This design comes from an exercise in tuning for small area on the open sky130 flow, not from production work. Function was checked by simulation only, so behaviour that the tests miss may differ from the original. Power figures rest on the tool's default switching activity, not on a simulated workload.

## CPU
module CPU(
	input clock,
	input [15:0] d_datain,
	input enable,
	input [15:0] i_datain,
	input reset,
	input start,
	output [7:0] d_addr,
	output [15:0] d_dataout,
	output d_we,
	output [7:0] i_addr
	);
Size in the first run: roughly 250 flip-flops, roughly 69 I/O pins, roughly 14000 um^2 of cells after synthesis.
export LEC_CHECK = 0
export CAP_MARGIN = 0
export CORE_MARGIN = 2
export CORE_UTILIZATION = 40
export SLEW_MARGIN = 0
create_clock -name core_clock -period 10.0 [get_ports {clock}]
standard.sh (not shown) runs the stock make flow with config.mk's settings and CLKGATE_MAP_FILE= SYNTH_SCRIPT=/design/flow/synth_recipe.tcl, a recipe that flattens the netlist after the stock synthesis.
==> flow/flow/run.sh <==
#!/bin/bash
# Own layout flow: the standard flow with three changes.
#  1. Synthesis is synth_recipe.tcl unchanged except that Yosys's abc pass runs
#     flow/abc_area.script (an area-oriented mapping). abc maps only the
#     combinational logic, after the flip-flops are mapped and named, so the
#     registers are those of the standard synthesis.
#  2. Port buffers are sky130_fd_sc_hd__buf_1 instead of the default buffer.
#  3. Clock tree: clkbuf_8 buffers, sinks clustered by 20, no dummy loads.
# Each tool's output goes to a log file in the work folder.
set -euo pipefail
W=$PWD
F=$W/flow

{
	head -n 1 "$W/synth_recipe.tcl"
	cat <<EOF
proc abc {args} {
	set i [lsearch \$args -script]
	if { \$i >= 0 } { set args [lreplace \$args \$i [expr {\$i + 1}] -script $F/abc_area.script] }
	yosys abc {*}\$args
}
EOF
	tail -n +2 "$W/synth_recipe.tcl"
} > "$W/own_synth.tcl"

make -C "$FLOW_HOME" DESIGN_CONFIG="$W/config.mk" WORK_HOME="$W/orfs" CLKGATE_MAP_FILE= \
	SYNTH_SCRIPT="$W/own_synth.tcl" synth > "$W/own_synth.log" 2>&1

bash "$W/standard.sh" \
	"BUFFER_PORTS_ARGS=-buffer_cell sky130_fd_sc_hd__buf_1" \
	"CTS_ARGS=-sink_clustering_enable -repair_clock_nets -buf_list sky130_fd_sc_hd__clkbuf_8 -sink_clustering_size 20 -sink_clustering_max_diameter 70 -dont_use_dummy_load" \
	finish > "$W/own_layout.log" 2>&1
==> flow/flow/abc_area.script <==
&get -n
&st
&dch -f
&nf -a -R 1000
&put
mfs2
strash
&get -n
&st
&dch -f
&nf -a -R 1000
&put
topo
stime -c
Then changed:
--- a/flow/flow/abc_area.script
+++ b/flow/flow/abc_area.script
@@ -1,2 +1,9 @@
+&get -n
+&st
+&dch -f
+&nf -a -R 1000
+&put
+mfs2
+strash
 &get -n
 &st
Wire length rose slightly.
Synthesized area is about the same.
Worst setup slack got worse by 0.66 ns.
Final area went up slightly.
Combinational power rose by a few percent.
Then changed:
==> flow/flow/abc_area.script (replaced) <==
&get -n
&st
&dch -f
&nf -a -R 1000
&put
mfs2
strash
&get -n
&st
&dch -f
&nf -a -R 1000
&put
topo
stime -c
Settings changed: CAP_MARGIN 0 to 20, SLEW_MARGIN 0 to 20.
Result:
- total power is lower by 2.2%
- sequential share of layout area stays flat
- synthesized cell count shrinks by 0.65%
Then changed:
Settings changed: CAP_MARGIN 20 to 0, CORE_UTILIZATION 40 to 50, SLEW_MARGIN 20 to 0.
What happened: Setup slack is better by 0.16 ns; die area falls by 20%; via count hardly moves; clock-buffer cell count falls by 2; global-route usage rises by 7.1 points; combinational power rises by about 2%; sequential share of layout area rises by 0.53 points; utilization rises by 11 points; clock power falls by about 3%.
Then changed:
--- a/flow/flow/run.sh
+++ b/flow/flow/run.sh
@@ -29,4 +29,4 @@
 bash "$W/standard.sh" \
 	"BUFFER_PORTS_ARGS=-buffer_cell sky130_fd_sc_hd__buf_1" \
-	"CTS_ARGS=-sink_clustering_enable -repair_clock_nets -buf_list sky130_fd_sc_hd__clkbuf_8 -sink_clustering_size 20 -sink_clustering_max_diameter 70 -dont_use_dummy_load" \
+	"CTS_ARGS=-sink_clustering_enable -repair_clock_nets -buf_list sky130_fd_sc_hd__clkbuf_8 -sink_clustering_size 20 -sink_clustering_max_diameter 50 -dont_use_dummy_load" \
 	finish > "$W/own_layout.log" 2>&1
Settings changed: CAP_MARGIN 0 to 20, CORE_UTILIZATION 50 to 40, SLEW_MARGIN 0 to 20.
=> The new run went through all stages and came out clean; maximum frequency fell by 1.7%; via count increases by 0.72%; global-route usage goes down by 7.1 points; core utilization is lower by 10 points.

[separate check: timing with driven ports]
The flow's constraints put no driver on any port. The routed layouts listed below were extracted and timed again, unchanged, in two steps.
Step 1 assumes that a clkbuf_16 drives the clock port and a buf_2 every other input.
Step 2 adds t to the input delays and takes it off the output delays; t is the mean of the earliest and latest rising clock arrival at the registers after step 1. Input paths then give back, and output paths get back, about the clock's delay inside the block.
a / b / c = no drivers / after step 1 / after step 2; a / b = the first two.
| run | shift t [ns] | setup slack, ns | clock arrival spread, ns |
|---|---|---|---|
| the first run | 0.604 | 1.735 / 1.735 / 1.735 | 0.086 / 0.085 |
| the second run | 0.596 | 1.080 / 1.080 / 1.080 | 0.114 / 0.113 |
| the third run | 0.603 | 1.773 / 1.773 / 1.773 | 0.081 / 0.081 |
| the fourth run | 0.589 | 1.933 / 1.933 / 1.933 | 0.109 / 0.109 |
| the fifth run | 0.647 | 1.790 / 1.790 / 1.790 | 0.099 / 0.100 |
After both steps setup and hold are still met in every run listed.
